From an optimization exercise on the open Yosys and OpenROAD flow, aimed at small area and few clock cycles per item; shortcuts taken in it are not production practice.
Only simulation tests tie the RTL to the original design; equivalence was not proved.

## the reference run
Design sha256_core, start of the top module:
module sha256_core(
    input clk, rst_n,
    input start,                
    input init,                 
    input [511:0] block,        
    output ready,
    output reg done,
    output [255:0] hash
    );
    localparam
        H01 = 32'h6A09E667,
        H02 = 32'hBB67AE85,
        H03 = 32'h3C6EF372,
        H04 = 32'hA54FF53A,
        H05 = 32'h510E527F,
        H06 = 32'h9B05688C,
        H07 = 32'h1F83D9AB,
        H08 = 32'h5BE0CD19,
        K00 = 32'h428a2f98,
        K01 = 32'h71374491;
    reg [31:0] a, b, c, e, f, g;
    reg [31:0] dd;
    reg [31:0] tt;              
    reg [31:0] hx, hy, hu, hv, gx, gy, gu, gv;
    reg [31:0] W [0:15];
    reg [4:0] cnt;
    reg busy;
    reg idle;                   
    reg hvalid;                 
    reg [31:0] KA, KB;          
    assign ready = ~busy;
    wire accept = start & ~busy;
    wire last = busy & (cnt == 5'd31);
    wire init_eff = init | ~hvalid;
    always @(*)
        case (cnt)
        5'd0: KA = 32'hb5c0fbcf;
        5'd1: KA = 32'h3956c25b;
        5'd2: KA = 32'h923f82a4;
        5'd3: KA = 32'hd807aa98;
  ...
Size in the first run: about 8100 cells after synthesis, ~1100 flip-flops, ~770 I/O pins, roughly 0.076 mm^2 of cells after synthesis.
Settings: LEC_CHECK=0, CAP_MARGIN=20, CORE_MARGIN=2, CORE_UTILIZATION=40, CTS_BUF_LIST=sky130_fd_sc_hd__clkbuf_4 sky130_fd_sc_hd__clkbuf_8, PLACE_DENSITY=0.6, SETUP_SLACK_MARGIN=0.2, SLEW_MARGIN=20; clock period 8.0 ns.
standard.sh (not shown) runs the stock make flow with config.mk's settings and CLKGATE_MAP_FILE= SYNTH_SCRIPT=/design/flow/synth_recipe.tcl, a recipe that flattens the netlist after the stock synthesis.
==> flow/flow/run.sh <==
#!/bin/bash
# The standard layout (standard.sh) with two placement changes:
#  - plain buf_1 cells as the port buffers instead of the delay buffers
#    buffer_ports picks by default;
#  - timing-driven global placement keeps its net weights but not the buffers
#    its trial repair_design runs insert (GPL_KEEP_OVERFLOW=0); the regular
#    repair steps after placement still run.
set -euo pipefail
bash standard.sh "BUFFER_PORTS_ARGS=-buffer_cell sky130_fd_sc_hd__buf_1" GPL_KEEP_OVERFLOW=0 finish > flow_make.log 2>&1
The reference run went all the way through the flow, and no timing, DRC or antenna check failed.
Testbench counts of the reference run, summed over its fixed seeds: cycles 7,689, blocks 233.
What the trial run does differently from the reference run at the input level:
# the reference run
export LEC_CHECK = 0
export CAP_MARGIN = 20
export CORE_MARGIN = 2
export CORE_UTILIZATION = 40
export CTS_BUF_LIST = sky130_fd_sc_hd__clkbuf_4 sky130_fd_sc_hd__clkbuf_8
export PLACE_DENSITY = 0.6
export SETUP_SLACK_MARGIN = 0.2
export SLEW_MARGIN = 20
create_clock -name core_clock -period 8.0 [get_ports {clk}]
# the trial run
export LEC_CHECK = 0
export CAP_MARGIN = 20
export CORE_MARGIN = 2
export CORE_UTILIZATION = 40
export CTS_BUF_LIST = sky130_fd_sc_hd__clkbuf_4 sky130_fd_sc_hd__clkbuf_8
export PLACE_DENSITY = 0.6
export SETUP_SLACK_MARGIN = 0.3
export SLEW_MARGIN = 20
create_clock -name core_clock -period 8.0 [get_ports {clk}]
==> flow/flow/run.sh <==
#!/bin/bash
# The standard layout (standard.sh), with plain buf_1 cells as the port buffers
# instead of the delay buffers buffer_ports picks by default.
set -euo pipefail
bash standard.sh "BUFFER_PORTS_ARGS=-buffer_cell sky130_fd_sc_hd__buf_1" finish > flow_make.log 2>&1
==> comparison <==
- Delta(number of clock buffer instances in the layout, the trial run - the reference run) < 0
- Going from the reference run to the trial run, arrival time of the worst setup path climbed 70 ps; critical path depth climbed about 30%; detailed route wirelength on metal2 dropped 1200 um.
- Going from the reference run to the trial run, post-route cell area rose by 4.5%, CTS buffer count fell by 1.
- Comparing the trial run and the reference run, final period utilization is lower on the trial run.
- Met2 usage in global routing essentially unchanged between the trial run and the reference run.

-- what the ideal ports hide --
In the flow no input, the clock included, has a driving cell. The finished layouts below were timed again as built, in two steps.
Step 1: set_driving_cell puts a clkbuf_16 on clk and a buf_2 on each other input, an assumption about the parent block.
Step 2, shift: input delay + t, output delay - t, t = (earliest + latest rising clock arrival at the registers) / 2. This alone moves slack from input paths to output paths.
a / b / c = ideal / step 1 / step 2; a / b = the first two.
run | t, ns | setup slack, ns | hold slack, ns | cell pins on the clock port's net
the reference run | 1.131 | 0.230 / 0.203 / -0.614 | 0.421 / 0.421 / 0.421 | 1
the trial run | 1.098 | 0.252 / 0.252 / -0.376 | 0.420 / 0.420 / 0.420 | 1
Met with ideal ports but missed after step 2: setup timing in the reference run and the trial run. The setup slack of the reference run, which loses most, moves by -0.027 ns with the drivers and by -0.844 ns with both steps.
